From an optimization exercise on the open Yosys and OpenROAD flow, aimed at small area, a short achievable clock period and few clock cycles per item; shortcuts taken in it are not production practice.
No functional check of the RTL was part of any run shown here.
Power figures rest on the tool's default switching activity, not on a simulated workload.

==> flow/design.v, too long to show whole: its modules and the start of the top module <==
// module mul: 1408 lines
// module ysyx_mulunit: 21 lines
module ysyx_mulunit (
    input          clk,
    input          rst_n,
    input          mul_valid,
    input  [63:0]  alu_src1,
    input  [63:0]  alu_src2,
    input  [3:0]   mul_expand_signed,
    output [129:0] mul_res,
    output         sh_fnsh_flag
);
  // ...
==> flow/flow/run.sh <==
#!/bin/bash
# Layout flow: the standard layout (standard.sh, which also runs the
# standard synthesis) with two resizer settings changed: the port buffers start
# as buf_2 instead of the buffer the resizer picks, and sizing may swap a cell
# for one of another footprint. make's output goes to make.log; each step's
# tool output is in orfs/logs/.
set -euo pipefail
bash standard.sh MATCH_CELL_FOOTPRINT=0 \
    "BUFFER_PORTS_ARGS=-buffer_cell sky130_fd_sc_hd__buf_2" \
    finish > make.log 2>&1
==> flow/standard.sh <==
#!/bin/bash
# synth_recipe.tcl (not shown) runs the flow's synth.tcl, then flattens the netlist and writes it again
# the make line also repeats each setting of config.mk as NAME=value (left out here)
make -C /OpenROAD-flow-scripts/flow DESIGN_CONFIG=/design/flow/config.mk WORK_HOME=/design/flow/orfs CLKGATE_MAP_FILE= SYNTH_SCRIPT=/design/flow/synth_recipe.tcl "${@:-finish}"
==> flow/config.mk <==
export PLATFORM = sky130hd
export DESIGN_NAME = ysyx_mulunit
export DESIGN_NICKNAME = ysyx_mulunit
export VERILOG_FILES = /design/flow/design.v
export SDC_FILE = /design/flow/constraint.sdc
export NUM_CORES = 8
export LEC_CHECK = 0
export CAP_MARGIN = 20
export CORE_MARGIN = 2
export CORE_UTILIZATION = 50
export SETUP_SLACK_MARGIN = 5.0
export SLEW_MARGIN = 20
==> flow/constraint.sdc <==
create_clock -name core_clock -period 8.0 [get_ports {clk}]
set_input_delay 1.6000 -clock core_clock [delete_from_list [all_inputs] [get_ports {clk}]]
set_output_delay 1.6000 -clock core_clock [all_outputs]
set_load 0.01 [all_outputs]
==> reports/qor.csv, run 1 <==
metric,value,unit
total wire length,144000,µm
DR WL/cell,29.8,µm
Placement Setup Slack,2380,ps
mux contribution to synthesized area,0.00458,
post-synthesis sequential area ratio,0.196,
Mean Syn Cell Area,8.16,µm²
Seq cells,293,
crit path capture,u_mul.q[1]$_DFF_P_,
cell count along the critical path,12,
Worst EP required,8480,ps
post-route setup slack,3860,ps
Max Slew Vio Count,0,
Synth Area in Compound Gates,0.218,
post-CTS setup buffer count,175,
Switching Fraction,0.482,
DRC Markers,0,
H-tree lvl count,2,
Critical R2R Capture,u_mul.P[58]$_DFF_P_,
vias in the first global route,31700,
core area,0.0592,mm²
CP Cell Sequence,"buf_12, or4_4, or4_4, nor3_4, o2111ai_2, a21oi_2, o211ai_4, buf_12, clkbuf_16, a221oi_1, a211oi_1, o21ai_0",
Area Overhead vs Synth,37.6,%
outcome,no timing/DRC/antenna violations,
Crit. End Element,register,
ant diodes,1,
Gate Count Post-Synth,3685,
Post-CTS Resized,737,
wl on met1,52900,µm
clk buf depth,3,
largest cell class by area,multi-input gates,
DP HPWL,91300,µm
Yosys top cell area share,0.193,
n_taps,773,
fraction of area in registers,0.145,
GR Util met2,0.674,
clock skew,41.9,ps
hold worst-path end,u_mul.res$_DFF_PN0_,
Arrival @ worst endpoint,4620,ps
Slew @ Worst Pin,1030,ps
==> inputs of run 2 (changes only) <==
--- a/flow/design.v
+++ b/flow/design.v
@@ -13,2 +13,3 @@
 localparam W  = 76;
+localparam QW = 12;
 wire [3:0] md = mul_expand_signed;
@@ -25,2 +26,3 @@
     input [6:0]  w;
+    reg   [NC-1:0] c;
     integer g, j;
@@ -28,5 +30,10 @@
         for (g = 0; g < NC; g = g + 1) begin
+            c[g] = 1'b0;
+            for (j = (g == 0 ? 0 : K*g - 1); j < K*g + K - 1; j = j + 1)
+                if (j < w && j < 64) c[g] = c[g] | x[j];
+        end
+        for (g = 0; g < NC; g = g + 1) begin
             therm[g] = 1'b0;
-            for (j = (g == 0 ? 0 : K*g - 1); j < 64; j = j + 1)
-                if (j < w) therm[g] = therm[g] | x[j];
+            for (j = g; j < NC; j = j + 1)
+                therm[g] = therm[g] | c[j];
         end
@@ -44,2 +51,4 @@
 wire [NC-1:0] tn = ta & tb;             
+wire [NC-1:0] ha = ta & ~(ta >> 1);     
+wire [NC-1:0] hb = tb & ~(tb >> 1);
 function [K:0] chunk;
@@ -53,20 +62,14 @@
 endfunction
-function [K:0] top;
-    input [63:0]    x;
-    input [NC-1:0]  t;
-    input [6:0]     w;
-    integer g;
+function [QW-1:0] booth;
+    input [K:0] c;
+    integer i;
     begin
-        top = {(K+1){1'b0}};
-        for (g = 0; g < NC; g = g + 1)
-            if (g == NC - 1 || !t[(g + 1) % NC])
-                top = top | (chunk(x & ((w == 64) ? ~64'd0 : ((64'd1 << w) - 1)), g) & {(K+1){t[g]}});
+        for (i = 0; i < K/2; i = i + 1) begin
+            booth[3*i]     = c[2*i+2] & ~(c[2*i+1] & c[2*i]);
+            booth[3*i + 1] = c[2*i+1] ^ c[2*i];
+            booth[3*i + 2] = c[2*i+2] ? ~c[2*i+1] & ~c[2*i] : c[2*i+1] & c[2*i];
+        end
     end
 endfunction
-wire [K:0] qa64 = top(alu_src1, ta64, 7'd64), qb64 = top(alu_src2, tb64, 7'd64);
-wire [K:0] qa32 = top(alu_src1, ta32, 7'd32), qb32 = top(alu_src2, tb32, 7'd32);
-wire [K:0] qa16 = top(alu_src1, ta16, 7'd16), qb16 = top(alu_src2, tb16, 7'd16);
-wire [K:0] qa = e0 ? qa64 : e12 ? qa32 : qa16;
-wire [K:0] qb = e0 ? qb64 : e12 ? qb32 : qb16;
-integer i;
+reg              prep;      
 reg              busy;      
@@ -74,2 +77,3 @@
 reg  [NC-1:0]    cnt;       
+reg  [NC-1:0]    hm;        
 reg              swp;
@@ -77,9 +81,11 @@
 reg  [W-1:0]     C;         
+reg              dlp, dlm;  
 reg  [63:0]      M;
-reg  [K:0]       q;
+reg  [QW-1:0]    q;
 reg              f0, f1, f3;
-wire idle = ~busy & ~res & ~sh_fnsh_flag;
+wire idle = ~prep & ~busy & ~res & ~sh_fnsh_flag;
 wire last = ~cnt[1];
-wire [NC-1:0] nxt = (cnt >> 1) & ~(cnt >> 2);
+wire [NC-1:0] nxt = prep ? hm : (cnt >> 1) & ~(cnt >> 2);
 reg  [K:0] qna, qnb;
+integer i;
 always @(*) begin
@@ -92,2 +98,3 @@
 end
+wire [QW-1:0] qn = booth(swp ? qna : qnb);
 wire [W-K-1:0] A = P[W-K-1:0];
@@ -96,17 +103,17 @@
 wire [64:0] M2 = {M, 1'b0};
-wire neg0 = q[2] & ~(q[1] & q[0]);
-wire one0 = q[1] ^ q[0];
-wire two0 = q[2] ? ~q[1] & ~q[0] : q[1] & q[0];
+wire neg0 = q[0];
+wire one0 = q[1];
+wire two0 = q[2];
 wire [64:0] r0 = ((M1 & {65{one0}}) | (M2 & {65{two0}})) ^ {65{neg0}};
-wire neg1 = q[4] & ~(q[3] & q[2]);
-wire one1 = q[3] ^ q[2];
-wire two1 = q[4] ? ~q[3] & ~q[2] : q[3] & q[2];
+wire neg1 = q[3];
+wire one1 = q[4];
+wire two1 = q[5];
 wire [64:0] r1 = ((M1 & {65{one1}}) | (M2 & {65{two1}})) ^ {65{neg1}};
-wire neg2 = q[6] & ~(q[5] & q[4]);
-wire one2 = q[5] ^ q[4];
-wire two2 = q[6] ? ~q[5] & ~q[4] : q[5] & q[4];
+wire neg2 = q[6];
+wire one2 = q[7];
+wire two2 = q[8];
 wire [64:0] r2 = ((M1 & {65{one2}}) | (M2 & {65{two2}})) ^ {65{neg2}};
-wire neg3 = q[8] & ~(q[7] & q[6]);
-wire one3 = q[7] ^ q[6];
-wire two3 = q[8] ? ~q[7] & ~q[6] : q[7] & q[6];
+wire neg3 = q[9];
+wire one3 = q[10];
+wire two3 = q[11];
 wire [64:0] r3 = ((M1 & {65{one3}}) | (M2 & {65{two3}})) ^ {65{neg3}};
@@ -663,5 +670,4 @@
 wire [1:0] ncout = {t400, t548};
-reg dlp, dlm;
 wire [K:0]   e    = P[W-1:W-K] + C[W-1:W-K];
-wire [K+1:0] tz0  = {1'b0, e} - 1'b1;        
+wire [K+1:0] tz0  = {1'b0, e} - 1'b1;
 wire [K+1:0] tz1  = {1'b0, e};
@@ -670,2 +676,4 @@
 wire [K+1:0] tz   = nco[1] ? tz2 : nco[0] ? tz1 : tz0;
+wire tdp = ~tz[K+1] & tz[K];            
+wire tdm = tz[K+1];
 wire [127-W:0] ub = P[127:W];
@@ -682,10 +690,3 @@
 wire [127-W:0] ustep = {ud[127-W-K:0], tz[K-1:0]};
-wire tdp = ~tz[K+1] & tz[K];                
-wire tdm = tz[K+1];
-wire [127-W:0] a1d;
-assign a1d[0] = 1'b1;
-generate for (g = 1; g <= 127 - W; g = g + 1) begin : pd
-    assign a1d[g] = a1d[g-1] & ud[g-1];
-end endgenerate
-wire [W:0] rsum;
+wire [128:0] rsum;
 wire ra_g0_0 = P[0] & C[0];
@@ -842,2 +843,106 @@
 wire ra_p0_75 = P[75] ^ C[75];
+wire ra_g0_76 = ud[0] & 1'b0;
+wire ra_p0_76 = ud[0] ^ 1'b0;
+wire ra_g0_77 = ud[1] & 1'b0;
+wire ra_p0_77 = ud[1] ^ 1'b0;
+wire ra_g0_78 = ud[2] & 1'b0;
+wire ra_p0_78 = ud[2] ^ 1'b0;
+wire ra_g0_79 = ud[3] & 1'b0;
+wire ra_p0_79 = ud[3] ^ 1'b0;
+wire ra_g0_80 = ud[4] & 1'b0;
+wire ra_p0_80 = ud[4] ^ 1'b0;
+wire ra_g0_81 = ud[5] & 1'b0;
+wire ra_p0_81 = ud[5] ^ 1'b0;
+wire ra_g0_82 = ud[6] & 1'b0;
+wire ra_p0_82 = ud[6] ^ 1'b0;
+wire ra_g0_83 = ud[7] & 1'b0;
+wire ra_p0_83 = ud[7] ^ 1'b0;
+wire ra_g0_84 = ud[8] & 1'b0;
+wire ra_p0_84 = ud[8] ^ 1'b0;
+wire ra_g0_85 = ud[9] & 1'b0;
+wire ra_p0_85 = ud[9] ^ 1'b0;
+wire ra_g0_86 = ud[10] & 1'b0;
+wire ra_p0_86 = ud[10] ^ 1'b0;
+wire ra_g0_87 = ud[11] & 1'b0;
+wire ra_p0_87 = ud[11] ^ 1'b0;
+wire ra_g0_88 = ud[12] & 1'b0;
+wire ra_p0_88 = ud[12] ^ 1'b0;
+wire ra_g0_89 = ud[13] & 1'b0;
+wire ra_p0_89 = ud[13] ^ 1'b0;
+wire ra_g0_90 = ud[14] & 1'b0;
+wire ra_p0_90 = ud[14] ^ 1'b0;
+wire ra_g0_91 = ud[15] & 1'b0;
+wire ra_p0_91 = ud[15] ^ 1'b0;
+wire ra_g0_92 = ud[16] & 1'b0;
+wire ra_p0_92 = ud[16] ^ 1'b0;
+wire ra_g0_93 = ud[17] & 1'b0;
+wire ra_p0_93 = ud[17] ^ 1'b0;
+wire ra_g0_94 = ud[18] & 1'b0;
+wire ra_p0_94 = ud[18] ^ 1'b0;
+wire ra_g0_95 = ud[19] & 1'b0;
+wire ra_p0_95 = ud[19] ^ 1'b0;
+wire ra_g0_96 = ud[20] & 1'b0;
+wire ra_p0_96 = ud[20] ^ 1'b0;
+wire ra_g0_97 = ud[21] & 1'b0;
+wire ra_p0_97 = ud[21] ^ 1'b0;
+wire ra_g0_98 = ud[22] & 1'b0;
+wire ra_p0_98 = ud[22] ^ 1'b0;
+wire ra_g0_99 = ud[23] & 1'b0;
+wire ra_p0_99 = ud[23] ^ 1'b0;
+wire ra_g0_100 = ud[24] & 1'b0;
+wire ra_p0_100 = ud[24] ^ 1'b0;
+wire ra_g0_101 = ud[25] & 1'b0;
+wire ra_p0_101 = ud[25] ^ 1'b0;
+wire ra_g0_102 = ud[26] & 1'b0;
+wire ra_p0_102 = ud[26] ^ 1'b0;
+wire ra_g0_103 = ud[27] & 1'b0;
+wire ra_p0_103 = ud[27] ^ 1'b0;
+wire ra_g0_104 = ud[28] & 1'b0;
+wire ra_p0_104 = ud[28] ^ 1'b0;
+wire ra_g0_105 = ud[29] & 1'b0;
+wire ra_p0_105 = ud[29] ^ 1'b0;
+wire ra_g0_106 = ud[30] & 1'b0;
+wire ra_p0_106 = ud[30] ^ 1'b0;
+wire ra_g0_107 = ud[31] & 1'b0;
+wire ra_p0_107 = ud[31] ^ 1'b0;
+wire ra_g0_108 = ud[32] & 1'b0;
+wire ra_p0_108 = ud[32] ^ 1'b0;
+wire ra_g0_109 = ud[33] & 1'b0;
+wire ra_p0_109 = ud[33] ^ 1'b0;
+wire ra_g0_110 = ud[34] & 1'b0;
+wire ra_p0_110 = ud[34] ^ 1'b0;
+wire ra_g0_111 = ud[35] & 1'b0;
+wire ra_p0_111 = ud[35] ^ 1'b0;
+wire ra_g0_112 = ud[36] & 1'b0;
+wire ra_p0_112 = ud[36] ^ 1'b0;
+wire ra_g0_113 = ud[37] & 1'b0;
+wire ra_p0_113 = ud[37] ^ 1'b0;
+wire ra_g0_114 = ud[38] & 1'b0;
+wire ra_p0_114 = ud[38] ^ 1'b0;
+wire ra_g0_115 = ud[39] & 1'b0;
+wire ra_p0_115 = ud[39] ^ 1'b0;
+wire ra_g0_116 = ud[40] & 1'b0;
+wire ra_p0_116 = ud[40] ^ 1'b0;
+wire ra_g0_117 = ud[41] & 1'b0;
+wire ra_p0_117 = ud[41] ^ 1'b0;
+wire ra_g0_118 = ud[42] & 1'b0;
+wire ra_p0_118 = ud[42] ^ 1'b0;
+wire ra_g0_119 = ud[43] & 1'b0;
+wire ra_p0_119 = ud[43] ^ 1'b0;
+wire ra_g0_120 = ud[44] & 1'b0;
+wire ra_p0_120 = ud[44] ^ 1'b0;
+wire ra_g0_121 = ud[45] & 1'b0;
+wire ra_p0_121 = ud[45] ^ 1'b0;
+wire ra_g0_122 = ud[46] & 1'b0;
+wire ra_p0_122 = ud[46] ^ 1'b0;
+wire ra_g0_123 = ud[47] & 1'b0;
+wire ra_p0_123 = ud[47] ^ 1'b0;
+wire ra_g0_124 = ud[48] & 1'b0;
+wire ra_p0_124 = ud[48] ^ 1'b0;
+wire ra_g0_125 = ud[49] & 1'b0;
+wire ra_p0_125 = ud[49] ^ 1'b0;
+wire ra_g0_126 = ud[50] & 1'b0;
+wire ra_p0_126 = ud[50] ^ 1'b0;
+wire ra_g0_127 = ud[51] & 1'b0;
+wire ra_p0_127 = ud[51] ^ 1'b0;
 wire ra_G1_1 = ra_g0_1 | (ra_p0_1 & ra_g0_0);
@@ -918,2 +1023,54 @@
 wire ra_P1_75 = ra_p0_75 & ra_p0_74;
+wire ra_G1_77 = ra_g0_77 | (ra_p0_77 & ra_g0_76);
+wire ra_P1_77 = ra_p0_77 & ra_p0_76;
+wire ra_G1_79 = ra_g0_79 | (ra_p0_79 & ra_g0_78);
+wire ra_P1_79 = ra_p0_79 & ra_p0_78;
+wire ra_G1_81 = ra_g0_81 | (ra_p0_81 & ra_g0_80);
+wire ra_P1_81 = ra_p0_81 & ra_p0_80;
+wire ra_G1_83 = ra_g0_83 | (ra_p0_83 & ra_g0_82);
+wire ra_P1_83 = ra_p0_83 & ra_p0_82;
+wire ra_G1_85 = ra_g0_85 | (ra_p0_85 & ra_g0_84);
+wire ra_P1_85 = ra_p0_85 & ra_p0_84;
+wire ra_G1_87 = ra_g0_87 | (ra_p0_87 & ra_g0_86);
+wire ra_P1_87 = ra_p0_87 & ra_p0_86;
+wire ra_G1_89 = ra_g0_89 | (ra_p0_89 & ra_g0_88);
+wire ra_P1_89 = ra_p0_89 & ra_p0_88;
+wire ra_G1_91 = ra_g0_91 | (ra_p0_91 & ra_g0_90);
+wire ra_P1_91 = ra_p0_91 & ra_p0_90;
+wire ra_G1_93 = ra_g0_93 | (ra_p0_93 & ra_g0_92);
+wire ra_P1_93 = ra_p0_93 & ra_p0_92;
+wire ra_G1_95 = ra_g0_95 | (ra_p0_95 & ra_g0_94);
+wire ra_P1_95 = ra_p0_95 & ra_p0_94;
+wire ra_G1_97 = ra_g0_97 | (ra_p0_97 & ra_g0_96);
+wire ra_P1_97 = ra_p0_97 & ra_p0_96;
+wire ra_G1_99 = ra_g0_99 | (ra_p0_99 & ra_g0_98);
+wire ra_P1_99 = ra_p0_99 & ra_p0_98;
+wire ra_G1_101 = ra_g0_101 | (ra_p0_101 & ra_g0_100);
+wire ra_P1_101 = ra_p0_101 & ra_p0_100;
+wire ra_G1_103 = ra_g0_103 | (ra_p0_103 & ra_g0_102);
+wire ra_P1_103 = ra_p0_103 & ra_p0_102;
+wire ra_G1_105 = ra_g0_105 | (ra_p0_105 & ra_g0_104);
+wire ra_P1_105 = ra_p0_105 & ra_p0_104;
+wire ra_G1_107 = ra_g0_107 | (ra_p0_107 & ra_g0_106);
+wire ra_P1_107 = ra_p0_107 & ra_p0_106;
+wire ra_G1_109 = ra_g0_109 | (ra_p0_109 & ra_g0_108);
+wire ra_P1_109 = ra_p0_109 & ra_p0_108;
+wire ra_G1_111 = ra_g0_111 | (ra_p0_111 & ra_g0_110);
+wire ra_P1_111 = ra_p0_111 & ra_p0_110;
+wire ra_G1_113 = ra_g0_113 | (ra_p0_113 & ra_g0_112);
+wire ra_P1_113 = ra_p0_113 & ra_p0_112;
+wire ra_G1_115 = ra_g0_115 | (ra_p0_115 & ra_g0_114);
+wire ra_P1_115 = ra_p0_115 & ra_p0_114;
+wire ra_G1_117 = ra_g0_117 | (ra_p0_117 & ra_g0_116);
+wire ra_P1_117 = ra_p0_117 & ra_p0_116;
+wire ra_G1_119 = ra_g0_119 | (ra_p0_119 & ra_g0_118);
+wire ra_P1_119 = ra_p0_119 & ra_p0_118;
+wire ra_G1_121 = ra_g0_121 | (ra_p0_121 & ra_g0_120);
+wire ra_P1_121 = ra_p0_121 & ra_p0_120;
+wire ra_G1_123 = ra_g0_123 | (ra_p0_123 & ra_g0_122);
+wire ra_P1_123 = ra_p0_123 & ra_p0_122;
+wire ra_G1_125 = ra_g0_125 | (ra_p0_125 & ra_g0_124);
+wire ra_P1_125 = ra_p0_125 & ra_p0_124;
+wire ra_G1_127 = ra_g0_127 | (ra_p0_127 & ra_g0_126);
+wire ra_P1_127 = ra_p0_127 & ra_p0_126;
 wire ra_G2_2 = ra_g0_2 | (ra_p0_2 & ra_G1_1);
@@ -994,2 +1151,54 @@
 wire ra_P2_75 = ra_P1_75 & ra_P1_73;
+wire ra_G2_78 = ra_g0_78 | (ra_p0_78 & ra_G1_77);
+wire ra_P2_78 = ra_p0_78 & ra_P1_77;
+wire ra_G2_79 = ra_G1_79 | (ra_P1_79 & ra_G1_77);
+wire ra_P2_79 = ra_P1_79 & ra_P1_77;
+wire ra_G2_82 = ra_g0_82 | (ra_p0_82 & ra_G1_81);
+wire ra_P2_82 = ra_p0_82 & ra_P1_81;
+wire ra_G2_83 = ra_G1_83 | (ra_P1_83 & ra_G1_81);
+wire ra_P2_83 = ra_P1_83 & ra_P1_81;
+wire ra_G2_86 = ra_g0_86 | (ra_p0_86 & ra_G1_85);
+wire ra_P2_86 = ra_p0_86 & ra_P1_85;
+wire ra_G2_87 = ra_G1_87 | (ra_P1_87 & ra_G1_85);
+wire ra_P2_87 = ra_P1_87 & ra_P1_85;
+wire ra_G2_90 = ra_g0_90 | (ra_p0_90 & ra_G1_89);
+wire ra_P2_90 = ra_p0_90 & ra_P1_89;
+wire ra_G2_91 = ra_G1_91 | (ra_P1_91 & ra_G1_89);
+wire ra_P2_91 = ra_P1_91 & ra_P1_89;
+wire ra_G2_94 = ra_g0_94 | (ra_p0_94 & ra_G1_93);
+wire ra_P2_94 = ra_p0_94 & ra_P1_93;
+wire ra_G2_95 = ra_G1_95 | (ra_P1_95 & ra_G1_93);
+wire ra_P2_95 = ra_P1_95 & ra_P1_93;
+wire ra_G2_98 = ra_g0_98 | (ra_p0_98 & ra_G1_97);
+wire ra_P2_98 = ra_p0_98 & ra_P1_97;
+wire ra_G2_99 = ra_G1_99 | (ra_P1_99 & ra_G1_97);
+wire ra_P2_99 = ra_P1_99 & ra_P1_97;
+wire ra_G2_102 = ra_g0_102 | (ra_p0_102 & ra_G1_101);
+wire ra_P2_102 = ra_p0_102 & ra_P1_101;
+wire ra_G2_103 = ra_G1_103 | (ra_P1_103 & ra_G1_101);
+wire ra_P2_103 = ra_P1_103 & ra_P1_101;
+wire ra_G2_106 = ra_g0_106 | (ra_p0_106 & ra_G1_105);
+wire ra_P2_106 = ra_p0_106 & ra_P1_105;
+wire ra_G2_107 = ra_G1_107 | (ra_P1_107 & ra_G1_105);
+wire ra_P2_107 = ra_P1_107 & ra_P1_105;
+wire ra_G2_110 = ra_g0_110 | (ra_p0_110 & ra_G1_109);
+wire ra_P2_110 = ra_p0_110 & ra_P1_109;
+wire ra_G2_111 = ra_G1_111 | (ra_P1_111 & ra_G1_109);
+wire ra_P2_111 = ra_P1_111 & ra_P1_109;
+wire ra_G2_114 = ra_g0_114 | (ra_p0_114 & ra_G1_113);
+wire ra_P2_114 = ra_p0_114 & ra_P1_113;
+wire ra_G2_115 = ra_G1_115 | (ra_P1_115 & ra_G1_113);
+wire ra_P2_115 = ra_P1_115 & ra_P1_113;
+wire ra_G2_118 = ra_g0_118 | (ra_p0_118 & ra_G1_117);
+wire ra_P2_118 = ra_p0_118 & ra_P1_117;
+wire ra_G2_119 = ra_G1_119 | (ra_P1_119 & ra_G1_117);
+wire ra_P2_119 = ra_P1_119 & ra_P1_117;
+wire ra_G2_122 = ra_g0_122 | (ra_p0_122 & ra_G1_121);
+wire ra_P2_122 = ra_p0_122 & ra_P1_121;
+wire ra_G2_123 = ra_G1_123 | (ra_P1_123 & ra_G1_121);
+wire ra_P2_123 = ra_P1_123 & ra_P1_121;
+wire ra_G2_126 = ra_g0_126 | (ra_p0_126 & ra_G1_125);
+wire ra_P2_126 = ra_p0_126 & ra_P1_125;
+wire ra_G2_127 = ra_G1_127 | (ra_P1_127 & ra_G1_125);
+wire ra_P2_127 = ra_P1_127 & ra_P1_125;
 wire ra_G3_4 = ra_g0_4 | (ra_p0_4 & ra_G2_3);
@@ -1066,2 +1275,58 @@
 wire ra_P3_71 = ra_P2_71 & ra_P2_67;
+wire ra_G3_76 = ra_g0_76 | (ra_p0_76 & ra_G2_75);
+wire ra_P3_76 = ra_p0_76 & ra_P2_75;
+wire ra_G3_77 = ra_G1_77 | (ra_P1_77 & ra_G2_75);
+wire ra_P3_77 = ra_P1_77 & ra_P2_75;
+wire ra_G3_78 = ra_G2_78 | (ra_P2_78 & ra_G2_75);
+wire ra_P3_78 = ra_P2_78 & ra_P2_75;
+wire ra_G3_79 = ra_G2_79 | (ra_P2_79 & ra_G2_75);
+wire ra_P3_79 = ra_P2_79 & ra_P2_75;
+wire ra_G3_84 = ra_g0_84 | (ra_p0_84 & ra_G2_83);
+wire ra_P3_84 = ra_p0_84 & ra_P2_83;
+wire ra_G3_85 = ra_G1_85 | (ra_P1_85 & ra_G2_83);
+wire ra_P3_85 = ra_P1_85 & ra_P2_83;
+wire ra_G3_86 = ra_G2_86 | (ra_P2_86 & ra_G2_83);
+wire ra_P3_86 = ra_P2_86 & ra_P2_83;
+wire ra_G3_87 = ra_G2_87 | (ra_P2_87 & ra_G2_83);
+wire ra_P3_87 = ra_P2_87 & ra_P2_83;
+wire ra_G3_92 = ra_g0_92 | (ra_p0_92 & ra_G2_91);
+wire ra_P3_92 = ra_p0_92 & ra_P2_91;
+wire ra_G3_93 = ra_G1_93 | (ra_P1_93 & ra_G2_91);
+wire ra_P3_93 = ra_P1_93 & ra_P2_91;
+wire ra_G3_94 = ra_G2_94 | (ra_P2_94 & ra_G2_91);
+wire ra_P3_94 = ra_P2_94 & ra_P2_91;
+wire ra_G3_95 = ra_G2_95 | (ra_P2_95 & ra_G2_91);
+wire ra_P3_95 = ra_P2_95 & ra_P2_91;
+wire ra_G3_100 = ra_g0_100 | (ra_p0_100 & ra_G2_99);
+wire ra_P3_100 = ra_p0_100 & ra_P2_99;
+wire ra_G3_101 = ra_G1_101 | (ra_P1_101 & ra_G2_99);
+wire ra_P3_101 = ra_P1_101 & ra_P2_99;
+wire ra_G3_102 = ra_G2_102 | (ra_P2_102 & ra_G2_99);
+wire ra_P3_102 = ra_P2_102 & ra_P2_99;
+wire ra_G3_103 = ra_G2_103 | (ra_P2_103 & ra_G2_99);
+wire ra_P3_103 = ra_P2_103 & ra_P2_99;
+wire ra_G3_108 = ra_g0_108 | (ra_p0_108 & ra_G2_107);
+wire ra_P3_108 = ra_p0_108 & ra_P2_107;
+wire ra_G3_109 = ra_G1_109 | (ra_P1_109 & ra_G2_107);
+wire ra_P3_109 = ra_P1_109 & ra_P2_107;
+wire ra_G3_110 = ra_G2_110 | (ra_P2_110 & ra_G2_107);
+wire ra_P3_110 = ra_P2_110 & ra_P2_107;
+wire ra_G3_111 = ra_G2_111 | (ra_P2_111 & ra_G2_107);
+wire ra_P3_111 = ra_P2_111 & ra_P2_107;
+wire ra_G3_116 = ra_g0_116 | (ra_p0_116 & ra_G2_115);
+wire ra_P3_116 = ra_p0_116 & ra_P2_115;
+wire ra_G3_117 = ra_G1_117 | (ra_P1_117 & ra_G2_115);
+wire ra_P3_117 = ra_P1_117 & ra_P2_115;
+wire ra_G3_118 = ra_G2_118 | (ra_P2_118 & ra_G2_115);
+wire ra_P3_118 = ra_P2_118 & ra_P2_115;
+wire ra_G3_119 = ra_G2_119 | (ra_P2_119 & ra_G2_115);
+wire ra_P3_119 = ra_P2_119 & ra_P2_115;
+wire ra_G3_124 = ra_g0_124 | (ra_p0_124 & ra_G2_123);
+wire ra_P3_124 = ra_p0_124 & ra_P2_123;
+wire ra_G3_125 = ra_G1_125 | (ra_P1_125 & ra_G2_123);
+wire ra_P3_125 = ra_P1_125 & ra_P2_123;
+wire ra_G3_126 = ra_G2_126 | (ra_P2_126 & ra_G2_123);
+wire ra_P3_126 = ra_P2_126 & ra_P2_123;
+wire ra_G3_127 = ra_G2_127 | (ra_P2_127 & ra_G2_123);
+wire ra_P3_127 = ra_P2_127 & ra_P2_123;
 wire ra_G4_8 = ra_g0_8 | (ra_p0_8 & ra_G3_7);
@@ -1138,2 +1403,58 @@
 wire ra_P4_75 = ra_P2_75 & ra_P3_71;
+wire ra_G4_76 = ra_G3_76 | (ra_P3_76 & ra_G3_71);
+wire ra_P4_76 = ra_P3_76 & ra_P3_71;
+wire ra_G4_77 = ra_G3_77 | (ra_P3_77 & ra_G3_71);
+wire ra_P4_77 = ra_P3_77 & ra_P3_71;
+wire ra_G4_78 = ra_G3_78 | (ra_P3_78 & ra_G3_71);
+wire ra_P4_78 = ra_P3_78 & ra_P3_71;
+wire ra_G4_79 = ra_G3_79 | (ra_P3_79 & ra_G3_71);
+wire ra_P4_79 = ra_P3_79 & ra_P3_71;
+wire ra_G4_88 = ra_g0_88 | (ra_p0_88 & ra_G3_87);
+wire ra_P4_88 = ra_p0_88 & ra_P3_87;
+wire ra_G4_89 = ra_G1_89 | (ra_P1_89 & ra_G3_87);
+wire ra_P4_89 = ra_P1_89 & ra_P3_87;
+wire ra_G4_90 = ra_G2_90 | (ra_P2_90 & ra_G3_87);
+wire ra_P4_90 = ra_P2_90 & ra_P3_87;
+wire ra_G4_91 = ra_G2_91 | (ra_P2_91 & ra_G3_87);
+wire ra_P4_91 = ra_P2_91 & ra_P3_87;
+wire ra_G4_92 = ra_G3_92 | (ra_P3_92 & ra_G3_87);
+wire ra_P4_92 = ra_P3_92 & ra_P3_87;
+wire ra_G4_93 = ra_G3_93 | (ra_P3_93 & ra_G3_87);
+wire ra_P4_93 = ra_P3_93 & ra_P3_87;
+wire ra_G4_94 = ra_G3_94 | (ra_P3_94 & ra_G3_87);
+wire ra_P4_94 = ra_P3_94 & ra_P3_87;
+wire ra_G4_95 = ra_G3_95 | (ra_P3_95 & ra_G3_87);
+wire ra_P4_95 = ra_P3_95 & ra_P3_87;
+wire ra_G4_104 = ra_g0_104 | (ra_p0_104 & ra_G3_103);
+wire ra_P4_104 = ra_p0_104 & ra_P3_103;
+wire ra_G4_105 = ra_G1_105 | (ra_P1_105 & ra_G3_103);
+wire ra_P4_105 = ra_P1_105 & ra_P3_103;
+wire ra_G4_106 = ra_G2_106 | (ra_P2_106 & ra_G3_103);
+wire ra_P4_106 = ra_P2_106 & ra_P3_103;
+wire ra_G4_107 = ra_G2_107 | (ra_P2_107 & ra_G3_103);
+wire ra_P4_107 = ra_P2_107 & ra_P3_103;
+wire ra_G4_108 = ra_G3_108 | (ra_P3_108 & ra_G3_103);
+wire ra_P4_108 = ra_P3_108 & ra_P3_103;
+wire ra_G4_109 = ra_G3_109 | (ra_P3_109 & ra_G3_103);
+wire ra_P4_109 = ra_P3_109 & ra_P3_103;
+wire ra_G4_110 = ra_G3_110 | (ra_P3_110 & ra_G3_103);
+wire ra_P4_110 = ra_P3_110 & ra_P3_103;
+wire ra_G4_111 = ra_G3_111 | (ra_P3_111 & ra_G3_103);
+wire ra_P4_111 = ra_P3_111 & ra_P3_103;
+wire ra_G4_120 = ra_g0_120 | (ra_p0_120 & ra_G3_119);
+wire ra_P4_120 = ra_p0_120 & ra_P3_119;
+wire ra_G4_121 = ra_G1_121 | (ra_P1_121 & ra_G3_119);
+wire ra_P4_121 = ra_P1_121 & ra_P3_119;
+wire ra_G4_122 = ra_G2_122 | (ra_P2_122 & ra_G3_119);
+wire ra_P4_122 = ra_P2_122 & ra_P3_119;
+wire ra_G4_123 = ra_G2_123 | (ra_P2_123 & ra_G3_119);
+wire ra_P4_123 = ra_P2_123 & ra_P3_119;
+wire ra_G4_124 = ra_G3_124 | (ra_P3_124 & ra_G3_119);
+wire ra_P4_124 = ra_P3_124 & ra_P3_119;
+wire ra_G4_125 = ra_G3_125 | (ra_P3_125 & ra_G3_119);
+wire ra_P4_125 = ra_P3_125 & ra_P3_119;
+wire ra_G4_126 = ra_G3_126 | (ra_P3_126 & ra_G3_119);
+wire ra_P4_126 = ra_P3_126 & ra_P3_119;
+wire ra_G4_127 = ra_G3_127 | (ra_P3_127 & ra_G3_119);
+wire ra_P4_127 = ra_P3_127 & ra_P3_119;
 wire ra_G5_16 = ra_g0_16 | (ra_p0_16 & ra_G4_15);
@@ -1202,2 +1523,66 @@
 wire ra_P5_63 = ra_P4_63 & ra_P4_47;
+wire ra_G5_80 = ra_g0_80 | (ra_p0_80 & ra_G4_79);
+wire ra_P5_80 = ra_p0_80 & ra_P4_79;
+wire ra_G5_81 = ra_G1_81 | (ra_P1_81 & ra_G4_79);
+wire ra_P5_81 = ra_P1_81 & ra_P4_79;
+wire ra_G5_82 = ra_G2_82 | (ra_P2_82 & ra_G4_79);
+wire ra_P5_82 = ra_P2_82 & ra_P4_79;
+wire ra_G5_83 = ra_G2_83 | (ra_P2_83 & ra_G4_79);
+wire ra_P5_83 = ra_P2_83 & ra_P4_79;
+wire ra_G5_84 = ra_G3_84 | (ra_P3_84 & ra_G4_79);
+wire ra_P5_84 = ra_P3_84 & ra_P4_79;
+wire ra_G5_85 = ra_G3_85 | (ra_P3_85 & ra_G4_79);
+wire ra_P5_85 = ra_P3_85 & ra_P4_79;
+wire ra_G5_86 = ra_G3_86 | (ra_P3_86 & ra_G4_79);
+wire ra_P5_86 = ra_P3_86 & ra_P4_79;
+wire ra_G5_87 = ra_G3_87 | (ra_P3_87 & ra_G4_79);
+wire ra_P5_87 = ra_P3_87 & ra_P4_79;
+wire ra_G5_88 = ra_G4_88 | (ra_P4_88 & ra_G4_79);
+wire ra_P5_88 = ra_P4_88 & ra_P4_79;
+wire ra_G5_89 = ra_G4_89 | (ra_P4_89 & ra_G4_79);
+wire ra_P5_89 = ra_P4_89 & ra_P4_79;
+wire ra_G5_90 = ra_G4_90 | (ra_P4_90 & ra_G4_79);
+wire ra_P5_90 = ra_P4_90 & ra_P4_79;
+wire ra_G5_91 = ra_G4_91 | (ra_P4_91 & ra_G4_79);
+wire ra_P5_91 = ra_P4_91 & ra_P4_79;
+wire ra_G5_92 = ra_G4_92 | (ra_P4_92 & ra_G4_79);
+wire ra_P5_92 = ra_P4_92 & ra_P4_79;
+wire ra_G5_93 = ra_G4_93 | (ra_P4_93 & ra_G4_79);
+wire ra_P5_93 = ra_P4_93 & ra_P4_79;
+wire ra_G5_94 = ra_G4_94 | (ra_P4_94 & ra_G4_79);
+wire ra_P5_94 = ra_P4_94 & ra_P4_79;
+wire ra_G5_95 = ra_G4_95 | (ra_P4_95 & ra_G4_79);
+wire ra_P5_95 = ra_P4_95 & ra_P4_79;
+wire ra_G5_112 = ra_g0_112 | (ra_p0_112 & ra_G4_111);
+wire ra_P5_112 = ra_p0_112 & ra_P4_111;
+wire ra_G5_113 = ra_G1_113 | (ra_P1_113 & ra_G4_111);
+wire ra_P5_113 = ra_P1_113 & ra_P4_111;
+wire ra_G5_114 = ra_G2_114 | (ra_P2_114 & ra_G4_111);
+wire ra_P5_114 = ra_P2_114 & ra_P4_111;
+wire ra_G5_115 = ra_G2_115 | (ra_P2_115 & ra_G4_111);
+wire ra_P5_115 = ra_P2_115 & ra_P4_111;
+wire ra_G5_116 = ra_G3_116 | (ra_P3_116 & ra_G4_111);
+wire ra_P5_116 = ra_P3_116 & ra_P4_111;
+wire ra_G5_117 = ra_G3_117 | (ra_P3_117 & ra_G4_111);
+wire ra_P5_117 = ra_P3_117 & ra_P4_111;
+wire ra_G5_118 = ra_G3_118 | (ra_P3_118 & ra_G4_111);
+wire ra_P5_118 = ra_P3_118 & ra_P4_111;
+wire ra_G5_119 = ra_G3_119 | (ra_P3_119 & ra_G4_111);
+wire ra_P5_119 = ra_P3_119 & ra_P4_111;
+wire ra_G5_120 = ra_G4_120 | (ra_P4_120 & ra_G4_111);
+wire ra_P5_120 = ra_P4_120 & ra_P4_111;
+wire ra_G5_121 = ra_G4_121 | (ra_P4_121 & ra_G4_111);
+wire ra_P5_121 = ra_P4_121 & ra_P4_111;
+wire ra_G5_122 = ra_G4_122 | (ra_P4_122 & ra_G4_111);
+wire ra_P5_122 = ra_P4_122 & ra_P4_111;
+wire ra_G5_123 = ra_G4_123 | (ra_P4_123 & ra_G4_111);
+wire ra_P5_123 = ra_P4_123 & ra_P4_111;
+wire ra_G5_124 = ra_G4_124 | (ra_P4_124 & ra_G4_111);
+wire ra_P5_124 = ra_P4_124 & ra_P4_111;
+wire ra_G5_125 = ra_G4_125 | (ra_P4_125 & ra_G4_111);
+wire ra_P5_125 = ra_P4_125 & ra_P4_111;
+wire ra_G5_126 = ra_G4_126 | (ra_P4_126 & ra_G4_111);
+wire ra_P5_126 = ra_P4_126 & ra_P4_111;
+wire ra_G5_127 = ra_G4_127 | (ra_P4_127 & ra_G4_111);
+wire ra_P5_127 = ra_P4_127 & ra_P4_111;
 wire ra_G6_32 = ra_g0_32 | (ra_p0_32 & ra_G5_31);
@@ -1266,2 +1651,66 @@
 wire ra_P6_63 = ra_P5_63 & ra_P5_31;
+wire ra_G6_96 = ra_g0_96 | (ra_p0_96 & ra_G5_95);
+wire ra_P6_96 = ra_p0_96 & ra_P5_95;
+wire ra_G6_97 = ra_G1_97 | (ra_P1_97 & ra_G5_95);
+wire ra_P6_97 = ra_P1_97 & ra_P5_95;
+wire ra_G6_98 = ra_G2_98 | (ra_P2_98 & ra_G5_95);
+wire ra_P6_98 = ra_P2_98 & ra_P5_95;
+wire ra_G6_99 = ra_G2_99 | (ra_P2_99 & ra_G5_95);
+wire ra_P6_99 = ra_P2_99 & ra_P5_95;
+wire ra_G6_100 = ra_G3_100 | (ra_P3_100 & ra_G5_95);
+wire ra_P6_100 = ra_P3_100 & ra_P5_95;
+wire ra_G6_101 = ra_G3_101 | (ra_P3_101 & ra_G5_95);
+wire ra_P6_101 = ra_P3_101 & ra_P5_95;
+wire ra_G6_102 = ra_G3_102 | (ra_P3_102 & ra_G5_95);
+wire ra_P6_102 = ra_P3_102 & ra_P5_95;
+wire ra_G6_103 = ra_G3_103 | (ra_P3_103 & ra_G5_95);
+wire ra_P6_103 = ra_P3_103 & ra_P5_95;
+wire ra_G6_104 = ra_G4_104 | (ra_P4_104 & ra_G5_95);
+wire ra_P6_104 = ra_P4_104 & ra_P5_95;
+wire ra_G6_105 = ra_G4_105 | (ra_P4_105 & ra_G5_95);
+wire ra_P6_105 = ra_P4_105 & ra_P5_95;
+wire ra_G6_106 = ra_G4_106 | (ra_P4_106 & ra_G5_95);
+wire ra_P6_106 = ra_P4_106 & ra_P5_95;
+wire ra_G6_107 = ra_G4_107 | (ra_P4_107 & ra_G5_95);
+wire ra_P6_107 = ra_P4_107 & ra_P5_95;
+wire ra_G6_108 = ra_G4_108 | (ra_P4_108 & ra_G5_95);
+wire ra_P6_108 = ra_P4_108 & ra_P5_95;
+wire ra_G6_109 = ra_G4_109 | (ra_P4_109 & ra_G5_95);
+wire ra_P6_109 = ra_P4_109 & ra_P5_95;
+wire ra_G6_110 = ra_G4_110 | (ra_P4_110 & ra_G5_95);
+wire ra_P6_110 = ra_P4_110 & ra_P5_95;
+wire ra_G6_111 = ra_G4_111 | (ra_P4_111 & ra_G5_95);
+wire ra_P6_111 = ra_P4_111 & ra_P5_95;
+wire ra_G6_112 = ra_G5_112 | (ra_P5_112 & ra_G5_95);
+wire ra_P6_112 = ra_P5_112 & ra_P5_95;
+wire ra_G6_113 = ra_G5_113 | (ra_P5_113 & ra_G5_95);
+wire ra_P6_113 = ra_P5_113 & ra_P5_95;
+wire ra_G6_114 = ra_G5_114 | (ra_P5_114 & ra_G5_95);
+wire ra_P6_114 = ra_P5_114 & ra_P5_95;
+wire ra_G6_115 = ra_G5_115 | (ra_P5_115 & ra_G5_95);
+wire ra_P6_115 = ra_P5_115 & ra_P5_95;
+wire ra_G6_116 = ra_G5_116 | (ra_P5_116 & ra_G5_95);
+wire ra_P6_116 = ra_P5_116 & ra_P5_95;
+wire ra_G6_117 = ra_G5_117 | (ra_P5_117 & ra_G5_95);
+wire ra_P6_117 = ra_P5_117 & ra_P5_95;
+wire ra_G6_118 = ra_G5_118 | (ra_P5_118 & ra_G5_95);
+wire ra_P6_118 = ra_P5_118 & ra_P5_95;
+wire ra_G6_119 = ra_G5_119 | (ra_P5_119 & ra_G5_95);
+wire ra_P6_119 = ra_P5_119 & ra_P5_95;
+wire ra_G6_120 = ra_G5_120 | (ra_P5_120 & ra_G5_95);
+wire ra_P6_120 = ra_P5_120 & ra_P5_95;
+wire ra_G6_121 = ra_G5_121 | (ra_P5_121 & ra_G5_95);
+wire ra_P6_121 = ra_P5_121 & ra_P5_95;
+wire ra_G6_122 = ra_G5_122 | (ra_P5_122 & ra_G5_95);
+wire ra_P6_122 = ra_P5_122 & ra_P5_95;
+wire ra_G6_123 = ra_G5_123 | (ra_P5_123 & ra_G5_95);
+wire ra_P6_123 = ra_P5_123 & ra_P5_95;
+wire ra_G6_124 = ra_G5_124 | (ra_P5_124 & ra_G5_95);
+wire ra_P6_124 = ra_P5_124 & ra_P5_95;
+wire ra_G6_125 = ra_G5_125 | (ra_P5_125 & ra_G5_95);
+wire ra_P6_125 = ra_P5_125 & ra_P5_95;
+wire ra_G6_126 = ra_G5_126 | (ra_P5_126 & ra_G5_95);
+wire ra_P6_126 = ra_P5_126 & ra_P5_95;
+wire ra_G6_127 = ra_G5_127 | (ra_P5_127 & ra_G5_95);
+wire ra_P6_127 = ra_P5_127 & ra_P5_95;
 wire ra_G7_64 = ra_g0_64 | (ra_p0_64 & ra_G6_63);
@@ -1290,2 +1739,106 @@
 wire ra_P7_75 = ra_P4_75 & ra_P6_63;
+wire ra_G7_76 = ra_G4_76 | (ra_P4_76 & ra_G6_63);
+wire ra_P7_76 = ra_P4_76 & ra_P6_63;
+wire ra_G7_77 = ra_G4_77 | (ra_P4_77 & ra_G6_63);
+wire ra_P7_77 = ra_P4_77 & ra_P6_63;
+wire ra_G7_78 = ra_G4_78 | (ra_P4_78 & ra_G6_63);
+wire ra_P7_78 = ra_P4_78 & ra_P6_63;
+wire ra_G7_79 = ra_G4_79 | (ra_P4_79 & ra_G6_63);
+wire ra_P7_79 = ra_P4_79 & ra_P6_63;
+wire ra_G7_80 = ra_G5_80 | (ra_P5_80 & ra_G6_63);
+wire ra_P7_80 = ra_P5_80 & ra_P6_63;
+wire ra_G7_81 = ra_G5_81 | (ra_P5_81 & ra_G6_63);
+wire ra_P7_81 = ra_P5_81 & ra_P6_63;
+wire ra_G7_82 = ra_G5_82 | (ra_P5_82 & ra_G6_63);
+wire ra_P7_82 = ra_P5_82 & ra_P6_63;
+wire ra_G7_83 = ra_G5_83 | (ra_P5_83 & ra_G6_63);
+wire ra_P7_83 = ra_P5_83 & ra_P6_63;
+wire ra_G7_84 = ra_G5_84 | (ra_P5_84 & ra_G6_63);
+wire ra_P7_84 = ra_P5_84 & ra_P6_63;
+wire ra_G7_85 = ra_G5_85 | (ra_P5_85 & ra_G6_63);
+wire ra_P7_85 = ra_P5_85 & ra_P6_63;
+wire ra_G7_86 = ra_G5_86 | (ra_P5_86 & ra_G6_63);
+wire ra_P7_86 = ra_P5_86 & ra_P6_63;
+wire ra_G7_87 = ra_G5_87 | (ra_P5_87 & ra_G6_63);
+wire ra_P7_87 = ra_P5_87 & ra_P6_63;
+wire ra_G7_88 = ra_G5_88 | (ra_P5_88 & ra_G6_63);
+wire ra_P7_88 = ra_P5_88 & ra_P6_63;
+wire ra_G7_89 = ra_G5_89 | (ra_P5_89 & ra_G6_63);
+wire ra_P7_89 = ra_P5_89 & ra_P6_63;
+wire ra_G7_90 = ra_G5_90 | (ra_P5_90 & ra_G6_63);
+wire ra_P7_90 = ra_P5_90 & ra_P6_63;
+wire ra_G7_91 = ra_G5_91 | (ra_P5_91 & ra_G6_63);
+wire ra_P7_91 = ra_P5_91 & ra_P6_63;
+wire ra_G7_92 = ra_G5_92 | (ra_P5_92 & ra_G6_63);
+wire ra_P7_92 = ra_P5_92 & ra_P6_63;
+wire ra_G7_93 = ra_G5_93 | (ra_P5_93 & ra_G6_63);
+wire ra_P7_93 = ra_P5_93 & ra_P6_63;
+wire ra_G7_94 = ra_G5_94 | (ra_P5_94 & ra_G6_63);
+wire ra_P7_94 = ra_P5_94 & ra_P6_63;
+wire ra_G7_95 = ra_G5_95 | (ra_P5_95 & ra_G6_63);
+wire ra_P7_95 = ra_P5_95 & ra_P6_63;
+wire ra_G7_96 = ra_G6_96 | (ra_P6_96 & ra_G6_63);
+wire ra_P7_96 = ra_P6_96 & ra_P6_63;
+wire ra_G7_97 = ra_G6_97 | (ra_P6_97 & ra_G6_63);
+wire ra_P7_97 = ra_P6_97 & ra_P6_63;
+wire ra_G7_98 = ra_G6_98 | (ra_P6_98 & ra_G6_63);
+wire ra_P7_98 = ra_P6_98 & ra_P6_63;
+wire ra_G7_99 = ra_G6_99 | (ra_P6_99 & ra_G6_63);
+wire ra_P7_99 = ra_P6_99 & ra_P6_63;
+wire ra_G7_100 = ra_G6_100 | (ra_P6_100 & ra_G6_63);
+wire ra_P7_100 = ra_P6_100 & ra_P6_63;
+wire ra_G7_101 = ra_G6_101 | (ra_P6_101 & ra_G6_63);
+wire ra_P7_101 = ra_P6_101 & ra_P6_63;
+wire ra_G7_102 = ra_G6_102 | (ra_P6_102 & ra_G6_63);
+wire ra_P7_102 = ra_P6_102 & ra_P6_63;
+wire ra_G7_103 = ra_G6_103 | (ra_P6_103 & ra_G6_63);
+wire ra_P7_103 = ra_P6_103 & ra_P6_63;
+wire ra_G7_104 = ra_G6_104 | (ra_P6_104 & ra_G6_63);
+wire ra_P7_104 = ra_P6_104 & ra_P6_63;
+wire ra_G7_105 = ra_G6_105 | (ra_P6_105 & ra_G6_63);
+wire ra_P7_105 = ra_P6_105 & ra_P6_63;
+wire ra_G7_106 = ra_G6_106 | (ra_P6_106 & ra_G6_63);
+wire ra_P7_106 = ra_P6_106 & ra_P6_63;
+wire ra_G7_107 = ra_G6_107 | (ra_P6_107 & ra_G6_63);
+wire ra_P7_107 = ra_P6_107 & ra_P6_63;
+wire ra_G7_108 = ra_G6_108 | (ra_P6_108 & ra_G6_63);
+wire ra_P7_108 = ra_P6_108 & ra_P6_63;
+wire ra_G7_109 = ra_G6_109 | (ra_P6_109 & ra_G6_63);
+wire ra_P7_109 = ra_P6_109 & ra_P6_63;
+wire ra_G7_110 = ra_G6_110 | (ra_P6_110 & ra_G6_63);
+wire ra_P7_110 = ra_P6_110 & ra_P6_63;
+wire ra_G7_111 = ra_G6_111 | (ra_P6_111 & ra_G6_63);
+wire ra_P7_111 = ra_P6_111 & ra_P6_63;
+wire ra_G7_112 = ra_G6_112 | (ra_P6_112 & ra_G6_63);
+wire ra_P7_112 = ra_P6_112 & ra_P6_63;
+wire ra_G7_113 = ra_G6_113 | (ra_P6_113 & ra_G6_63);
+wire ra_P7_113 = ra_P6_113 & ra_P6_63;
+wire ra_G7_114 = ra_G6_114 | (ra_P6_114 & ra_G6_63);
+wire ra_P7_114 = ra_P6_114 & ra_P6_63;
+wire ra_G7_115 = ra_G6_115 | (ra_P6_115 & ra_G6_63);
+wire ra_P7_115 = ra_P6_115 & ra_P6_63;
+wire ra_G7_116 = ra_G6_116 | (ra_P6_116 & ra_G6_63);
+wire ra_P7_116 = ra_P6_116 & ra_P6_63;
+wire ra_G7_117 = ra_G6_117 | (ra_P6_117 & ra_G6_63);
+wire ra_P7_117 = ra_P6_117 & ra_P6_63;
+wire ra_G7_118 = ra_G6_118 | (ra_P6_118 & ra_G6_63);
+wire ra_P7_118 = ra_P6_118 & ra_P6_63;
+wire ra_G7_119 = ra_G6_119 | (ra_P6_119 & ra_G6_63);
+wire ra_P7_119 = ra_P6_119 & ra_P6_63;
+wire ra_G7_120 = ra_G6_120 | (ra_P6_120 & ra_G6_63);
+wire ra_P7_120 = ra_P6_120 & ra_P6_63;
+wire ra_G7_121 = ra_G6_121 | (ra_P6_121 & ra_G6_63);
+wire ra_P7_121 = ra_P6_121 & ra_P6_63;
+wire ra_G7_122 = ra_G6_122 | (ra_P6_122 & ra_G6_63);
+wire ra_P7_122 = ra_P6_122 & ra_P6_63;
+wire ra_G7_123 = ra_G6_123 | (ra_P6_123 & ra_G6_63);
+wire ra_P7_123 = ra_P6_123 & ra_P6_63;
+wire ra_G7_124 = ra_G6_124 | (ra_P6_124 & ra_G6_63);
+wire ra_P7_124 = ra_P6_124 & ra_P6_63;
+wire ra_G7_125 = ra_G6_125 | (ra_P6_125 & ra_G6_63);
+wire ra_P7_125 = ra_P6_125 & ra_P6_63;
+wire ra_G7_126 = ra_G6_126 | (ra_P6_126 & ra_G6_63);
+wire ra_P7_126 = ra_P6_126 & ra_P6_63;
+wire ra_G7_127 = ra_G6_127 | (ra_P6_127 & ra_G6_63);
+wire ra_P7_127 = ra_P6_127 & ra_P6_63;
 assign rsum[0] = ra_p0_0;
@@ -1366,6 +1919,57 @@
 assign rsum[75] = ra_p0_75 ^ ra_G7_74;
-assign rsum[76] = ra_G7_75;
-wire [127-W:0] ures = ud ^ (a1d & {(128-W){rsum[W]}});
+assign rsum[76] = ra_p0_76 ^ ra_G7_75;
+assign rsum[77] = ra_p0_77 ^ ra_G7_76;
+assign rsum[78] = ra_p0_78 ^ ra_G7_77;
+assign rsum[79] = ra_p0_79 ^ ra_G7_78;
+assign rsum[80] = ra_p0_80 ^ ra_G7_79;
+assign rsum[81] = ra_p0_81 ^ ra_G7_80;
+assign rsum[82] = ra_p0_82 ^ ra_G7_81;
+assign rsum[83] = ra_p0_83 ^ ra_G7_82;
+assign rsum[84] = ra_p0_84 ^ ra_G7_83;
+assign rsum[85] = ra_p0_85 ^ ra_G7_84;
+assign rsum[86] = ra_p0_86 ^ ra_G7_85;
+assign rsum[87] = ra_p0_87 ^ ra_G7_86;
+assign rsum[88] = ra_p0_88 ^ ra_G7_87;
+assign rsum[89] = ra_p0_89 ^ ra_G7_88;
+assign rsum[90] = ra_p0_90 ^ ra_G7_89;
+assign rsum[91] = ra_p0_91 ^ ra_G7_90;
+assign rsum[92] = ra_p0_92 ^ ra_G7_91;
+assign rsum[93] = ra_p0_93 ^ ra_G7_92;
+assign rsum[94] = ra_p0_94 ^ ra_G7_93;
+assign rsum[95] = ra_p0_95 ^ ra_G7_94;
+assign rsum[96] = ra_p0_96 ^ ra_G7_95;
+assign rsum[97] = ra_p0_97 ^ ra_G7_96;
+assign rsum[98] = ra_p0_98 ^ ra_G7_97;
+assign rsum[99] = ra_p0_99 ^ ra_G7_98;
+assign rsum[100] = ra_p0_100 ^ ra_G7_99;
+assign rsum[101] = ra_p0_101 ^ ra_G7_100;
+assign rsum[102] = ra_p0_102 ^ ra_G7_101;
+assign rsum[103] = ra_p0_103 ^ ra_G7_102;
+assign rsum[104] = ra_p0_104 ^ ra_G7_103;
+assign rsum[105] = ra_p0_105 ^ ra_G7_104;
+assign rsum[106] = ra_p0_106 ^ ra_G7_105;
+assign rsum[107] = ra_p0_107 ^ ra_G7_106;
+assign rsum[108] = ra_p0_108 ^ ra_G7_107;
+assign rsum[109] = ra_p0_109 ^ ra_G7_108;
+assign rsum[110] = ra_p0_110 ^ ra_G7_109;
+assign rsum[111] = ra_p0_111 ^ ra_G7_110;
+assign rsum[112] = ra_p0_112 ^ ra_G7_111;
+assign rsum[113] = ra_p0_113 ^ ra_G7_112;
+assign rsum[114] = ra_p0_114 ^ ra_G7_113;
+assign rsum[115] = ra_p0_115 ^ ra_G7_114;
+assign rsum[116] = ra_p0_116 ^ ra_G7_115;
+assign rsum[117] = ra_p0_117 ^ ra_G7_116;
+assign rsum[118] = ra_p0_118 ^ ra_G7_117;
+assign rsum[119] = ra_p0_119 ^ ra_G7_118;
+assign rsum[120] = ra_p0_120 ^ ra_G7_119;
+assign rsum[121] = ra_p0_121 ^ ra_G7_120;
+assign rsum[122] = ra_p0_122 ^ ra_G7_121;
+assign rsum[123] = ra_p0_123 ^ ra_G7_122;
+assign rsum[124] = ra_p0_124 ^ ra_G7_123;
+assign rsum[125] = ra_p0_125 ^ ra_G7_124;
+assign rsum[126] = ra_p0_126 ^ ra_G7_125;
+assign rsum[127] = ra_p0_127 ^ ra_G7_126;
+assign rsum[128] = ra_G7_127;
 wire sx = (f1 & rsum[31]) | (f3 & rsum[15]);
-wire [127:0] rres = {ures, rsum[W-1:64],
+wire [127:0] rres = {rsum[127:64],
                      f0 ? rsum[63:32] : {32{sx}},
@@ -1375,2 +1979,3 @@
     if (!rst_n) begin
+        prep         <= 1'b0;
         busy         <= 1'b0;
@@ -1379,3 +1984,4 @@
     end else begin
-        busy         <= busy ? ~last : (idle & mul_valid & tn[0]);
+        prep         <= idle & mul_valid & tn[0];
+        busy         <= prep | (busy & ~last);
         res          <= busy & last;
@@ -1385,4 +1991,5 @@
 always @(posedge clk) begin
-    M   <= swap ? bm : am;
     swp <= swap;
+    hm  <= swap ? ha : hb;
+    M   <= swp ? bm : am;
     f0  <= e0;
@@ -1390,5 +1997,5 @@
     f3  <= e3;
+    q   <= qn;
     if (busy) begin
         cnt <= cnt >> 1;
-        q   <= swp ? qna : qnb;
         P   <= {ustep, ns};
@@ -1399,3 +2006,2 @@
         cnt <= tn;
-        q   <= swap ? qa : qb;
         P   <= res ? rres : 128'd0;
--- a/flow/config.mk
+++ b/flow/config.mk
@@ -10,3 +10,3 @@
 export CORE_UTILIZATION = 50
-export SETUP_SLACK_MARGIN = 5.0
+export SETUP_SLACK_MARGIN = 4.0
 export SLEW_MARGIN = 20
==> reports/qor.csv, run 2 <==
metric,value,unit,change
outcome,no timing/DRC/antenna violations,,
Synth top cells by count,"377 x inv_1, 302 x dfxtp_1, 277 x a22oi_1, 259 x fa_1, 245 x xor2_1",,
layout cells sized above 1,0.137,,
f_max,255,MHz,
FF-to-FF setup slack,4130,ps,
Crit. End Element,register,,
Max-Cap Viols,0,,
"Hold Vio Cnt, Final",0,,
post-synthesis sequential area ratio,0.210,,+0.0140
final net count,3994,,
Mean Syn Cell Area,8.55,µm²,+4.8%
core area,0.0578,mm²,-2.4%
number of register bits inferred by synthesis,306,,
Gate Count Post-Synth,3429,,-6.9%
Worst Path Max Fanout,53,,
Final period util,0.490,,
synthesized area,0.0293,mm²,
DRC Markers,0,,unchanged
Worst EP required,8470,ps,about the same
total congestion overflow,0,,
Comb power frac,0.257,,
"commonest non-fill, non-tap cells in the layout","376 x inv_1, 285 x dfxtp_1, 277 x a22oi_1",,
die footprint,0.0606,mm²,
YS warnings,1,,
Initial Util,0.507,,
"count leader, synth",inv_1,,
DR WL/cell,25.0,µm,-16%
filler cell count,5383,,
Slew @ Worst Pin,1020,ps,-14.8 ps
DP HPWL,81900,µm,-10%
largest net degree at the start of global routing,97,,
kind of critical path,input port to register,,
Critical Path Source,mul_expand_signed[3],,
worst r2r path cells,9,,
leak pwr,0.0129,µW,
Yosys top cell by area,dfxtp_1,,
Die Y,246,µm,
CTS buffer count,39,,
Max Slew Vio Count,0,,unchanged
RSZ-0062 raised after global routing,yes,,
initial antenna violation count,5,,
PD cells,151,mW/mm²,
number of enable flip-flop cells after synthesis,0,,
clk buf depth,3,,unchanged
Max transition margin,0.316,,
Clock Tree Root,clkbuf_16,,
largest registers,"u_mul.P x128, u_mul.C x75, u_mul.M x64",,
GR Util met2,0.568,,-0.106
port buffer count,263,,
total wire length,107000,µm,-26%
worst hold margin,478,ps,
async set-reset flop share out of synthesis,0.0131,,
Die W,246,µm,
TritonCTS clock tree,built,,
"Top FF cell, synth",dfxtp_1,,
crit start category,input port,,
first-pass GRT wire length,163000,µm,
clock sinks,306,,
VDD IR max,183,µV,
via count,26400,,
clk slew on worst S/H paths,70,ps,
met1 Usage GRT,0.484,,
1st-iter DRT viols,2982,,
cell-internal power,3210,µW,
Area Overhead vs Synth,10.6,%,
Switching Fraction,0.344,,-0.138
DR vias/cell,6.15,,
# IOs,266,,
Critical R2R Capture,u_mul.P[55]$_DFF_P_,,
Synth cell types,95,,
crit path capture,u_mul.q[5]$_DFF_P_,,
worst min path class,register to register,,
max FFs per register,128,,
Row Count,88,,
Post-DRT Antenna Nets,0,,
Final Wtd Congestion,1.01,,
Arrival @ worst endpoint,4390,ps,-230 ps
GR peak layer,met2,,
Initial DRT Pass Iterations,8,,
NetSw,1680,µW,
setup violators final,0,,
reg-to-reg startpoint,u_mul.q[9]$_DFF_P_,,
Yosys top cell area share,0.206,,+0.0131
setup TNS,0,ps,
GRT Util Overall,0.352,,
"top cells by area, synth","dfxtp_1 21%, fa_1 18%, xor2_1 7.3%, a22oi_1 7.1%, xnor2_1 5.1%",,
"commonest non-fill, non-tap cell in the layout",inv_1,,
clock power share,0.398,,
H-tree lvl count,2,,unchanged
clock skew,24.7,ps,-17.2 ps
"Clk Latency, worst-skew pair",590,ps,
Flop pwr share,0.344,,
met3 usage,0.0535,,
vias in the first global route,26100,,-18%
register name with the most flops,u_mul.P,,
crit path time final,3920,ps,
## run 2: worst min path at each step
stage / start / end / slack (ps) / cells past startpoint
4_1_cts: u_mul.cnt[8]$_SDFF_PP0_ / u_mul.cnt[7]$_DFF_P_ / 480 / 2
3_5_place_dp: u_mul.cnt[8]$_SDFF_PP0_ / u_mul.cnt[7]$_DFF_P_ / 460 / 2
3_3_place_gp: u_mul.cnt[8]$_SDFF_PP0_ / u_mul.cnt[7]$_DFF_P_ / 480 / 2
2_1_floorplan: u_mul.cnt[1]$_DFF_P_ / u_mul.res$_DFF_PN0_ / 400 / 1
6_report: u_mul.cnt[8]$_SDFF_PP0_ / u_mul.cnt[7]$_DFF_P_ / 480 / 2
5_1_grt: u_mul.cnt[8]$_SDFF_PP0_ / u_mul.cnt[7]$_DFF_P_ / 510 / 2
## run 2: timing repair
action                                  CTS  global route
hold buffers                              0             0
cloned                                    0             2
buffers inserted                          2            13
resized for setup                        31            40
endpoints found under the setup margin  126            70
pin swaps                                 3             7
## run 2: power by group through the flow
stage                     Combinational, µW  Clock [µW]  Sequential, µW
after detailed placement               1240           0            1710
after CTS                              1250        1980            1680
after global placement                 1230           0            1710
after global routing                   1410        2040            1690
after floorplan                         890           0            1620
final                                  1260        1950            1690
## run 2: layout make-up
class	count	area, µm²	share of cell area
antenna	1	2.50	0.0000771
clock buffer	44	1030	0.0319
clock inverter	27	359	0.0111
inverter	379	1430	0.0441
multi-input combinational	2465	20800	0.641
sequential	306	6190	0.191
tap	765	957	0.0295
timing repair buffer	306	1650	0.0510
## run 2: critical path: stages
cell and delay, ps:
buf_2 100, or2_4 360, or3_1 360, buf_6 240, inv_4 160, and2_4 320, a22oi_1 120, nand3_1 120
a221oi_1 50, and2_1 180, a21oi_2 190, inv_1 110, ha_1 200, mux2_2 260
## run 2: metal layers
| layer | vias to the layer above | part of all wire |
|---|---|---|
| met3 | 209 | 0.081 |
| met5 | - | 0.00025 |
| met4 | 4 | 0.033 |
| met2 | 1306 | 0.46 |
| met1 | 13000 | 0.42 |
| li1 | 11800 | - |
## run 2: logic make-up after synthesis
logic type      after synthesis  share of synthesized area
other cells                   1                   0.000128
xor+xnor                    417                      0.125
compound gates              760                      0.182
mux                          76                     0.0262
fa+ha+maj                   362                      0.221
buf+inv                     661                     0.0906
flops                       306                      0.210
simple gates                846                      0.146
## run 2: per-stage QoR
step	utilization	instance area [µm²]	power, µW	setup WS (ps)	cells
floorplan	-	29400	2510	3990	3430
global route	0.561	32400	5140	3840	4292
CTS	0.556	32200	4910	4010	4277
global placement	0.530	30600	2940	2840	4204
finish	0.561	32400	4900	4080	4293
detailed placement	0.530	30600	2950	2880	4204
==> inputs of run 3 (changes only) <==
--- a/flow/config.mk
+++ b/flow/config.mk
@@ -10,3 +10,3 @@
 export CORE_UTILIZATION = 50
-export SETUP_SLACK_MARGIN = 4.0
+export SETUP_SLACK_MARGIN = 4.5
 export SLEW_MARGIN = 20
==> reports/qor.csv, run 3 <==
metric,value,unit,change
outcome,no timing/DRC/antenna violations,,
DR WL/cell,25.6,µm,+2.6%
Yosys top cell by area,dfxtp_1,,
Gate Count Post-Synth,3429,,unchanged
Post-DRT Antenna Nets,0,,unchanged
DP HPWL,82200,µm,+0.42%
H-tree lvl count,2,,unchanged
CTS buffer count,39,,unchanged
clock skew,31.2,ps,+6.57 ps
Worst Path Max Fanout,8,,-85%
final net count,4094,,+2.5%
crit start category,register,,
Synth cell types,95,,unchanged
Clock Tree Root,clkbuf_16,,
design area,0.0347,mm²,+6.9%
async set-reset flop share out of synthesis,0.0131,,unchanged
worst hold start,u_mul.cnt[1]$_DFF_P_,,
f_max,282,MHz,+10%
worst r2r path cells,12,,+3
setup violators final,0,,unchanged
Initial Util,0.507,,unchanged
Max Slew Vio Count,0,,unchanged
Yosys top cell area share,0.206,,unchanged
VDD IR max,207,µV,+13%
clk buf depth,3,,unchanged
"top cells by area, synth","dfxtp_1 21%, fa_1 18%, xor2_1 7.3%, a22oi_1 7.1%, xnor2_1 5.1%",,
Die W,246,µm,unchanged
DP Area,0.0307,mm²,+0.39%
leak pwr,0.0137,µW,+6.4%
worst hold path depth,1,,-1
PD cells,144,mW/mm²,-4.4%
Critical R2R Capture,u_mul.P[126]$_DFF_P_,,
crit path time final,3550,ps,-371 ps
1st-iter DRT viols,2666,,-11%
via count,27200,,+2.9%
DR vias/cell,6.18,,+0.60%
"Hold Vio Cnt, Final",0,,unchanged
Critical Path Source,u_mul.P[37]$_DFF_P_,,
Arrival @ worst endpoint,4030,ps,-360 ps
FF-to-FF setup slack,4450,ps,+320 ps
total congestion overflow,0,,unchanged
RSZ-0062 raised after global routing,yes,,
core area,0.0578,mm²,unchanged
port buffer count,263,,unchanged
max FFs per register,128,,unchanged
worst min path class,register to register,,
number of register bits inferred by synthesis,306,,unchanged
"Clk Latency, worst-skew pair",600,ps,about the same
"count leader, synth",inv_1,,
Max transition margin,0.220,,-0.0956
"commonest non-fill, non-tap cells in the layout","374 x inv_1, 276 x a22oi_1, 261 x buf_2",,
largest net degree at the start of global routing,95,,-2.1%
ant diodes,0,,-1
DRC Markers,0,,unchanged
Row Count,88,,unchanged
kind of critical path,register to register,,
Worst EP required,8480,ps,about the same
Initial DRT Pass Iterations,6,,-2
Die Y,246,µm,unchanged
setup TNS,0,ps,unchanged
total wire length,112000,µm,+5.0%
initial antenna violation count,1,,-4
post-synthesis sequential area ratio,0.210,,unchanged
largest registers,"u_mul.P x128, u_mul.C x75, u_mul.M x64",,
Synth top cells by count,"377 x inv_1, 302 x dfxtp_1, 277 x a22oi_1, 259 x fa_1, 245 x xor2_1",,
Area Overhead vs Synth,18.3,%,
die footprint,0.0606,mm²,unchanged
reg-to-reg startpoint,u_mul.P[37]$_DFF_P_,,
TritonCTS clock tree,built,,
layout cells sized above 1,0.211,,+0.0734
clk slew on worst S/H paths,60,ps,about the same
-- run 3: cell counts after synthesis --
No cell type changed its count.
-- run 3: how the worst max path moves through the flow --
stage,to,slack (ps)
after global routing,u_mul.P[126]$_DFF_P_,4390
after floorplan,u_mul.q[5]$_DFF_P_,4120
after global placement,u_mul.q[11]$_DFF_P_,2910
after detailed placement,u_mul.q[11]$_DFF_P_,2980
final,u_mul.P[126]$_DFF_P_,4450
after CTS,u_mul.P[106]$_DFF_P_,4480
-- run 3: critical path, cell delays in order (launching register included) --
cell and delay, ps:
dfxtp_2 350, ha_4 290, nand4_1 230, nor4_4 480
nand4_1 220, o221ai_4 330, o21ai_4 160, a211oi_4 330
nor2_4 120, o31a_1 330, o32ai_4 310, xnor2_1 110
a22o_1 180
-- run 3: stage by stage --
step,setup WS [ps],instances,util,power (µW),hold slack [ps]
final,4450,4393,0.600,5000,464
after global routing,4390,4393,0.600,5240,482
after CTS,4480,4336,0.576,4990,463
after detailed placement,2980,4201,0.532,2950,452
after global placement,2910,4200,0.532,2940,429
after floorplan,4120,3430,-,2510,403
-- run 3: cell type report --
| cell class | instances | area (µm²) | area share |
|---|---|---|---|
| inverters | 379 | 1450 | 0.0417 |
| flip-flops and latches | 306 | 6290 | 0.181 |
| repair buffers | 402 | 2650 | 0.0763 |
| clock buffers | 48 | 1080 | 0.0311 |
| multi-input cells | 2468 | 21900 | 0.631 |
| repair inverters | 1 | 8.76 | 0.000253 |
| clock inverters | 24 | 375 | 0.0108 |
| well taps | 765 | 957 | 0.0276 |
-- run 3: kinds of logic after synthesis --
kind of cell	synth area share
other	0.000128
xor gates and xnor gates	0.125
buffers and inverters	0.0906
and+or+nand+nor	0.146
AOI/OAI and AO/OA	0.182
adders and majority gates	0.221
muxes	0.0262
DFF	0.210
-- run 3: metal layers --
layer,up-vias,wire length (µm),GRT usage
met4,0,5480,0.158
li1,12000,-,-
met3,278,9340,0.0557
met5,-,0,0
met2,1427,51900,0.580
met1,13400,45800,0.483
-- run 3: what timing repair did --
action,4_1_cts,5_1_grt
gates resized for setup,144,198
pin swaps,36,72
gates cloned,3,6
buffers inserted,60,51
endpoints found under the setup margin,205,95
-- run 3: power by group --
group          switching (µW)  internal, µW  total (µW)  leakage, µW
combinational             842           509        1350       0.0104
clock                     776          1230        2010     0.000718
sequential               87.3          1560        1650      0.00253

Check on run 3: ideal ports give 4.449 ns setup slack; a clkbuf_16 on the clock port and buf_2 on the inputs give 4.449 ns; moving port delays by the midpoint clock arrival (0.644 ns) as well gives 3.925 ns.
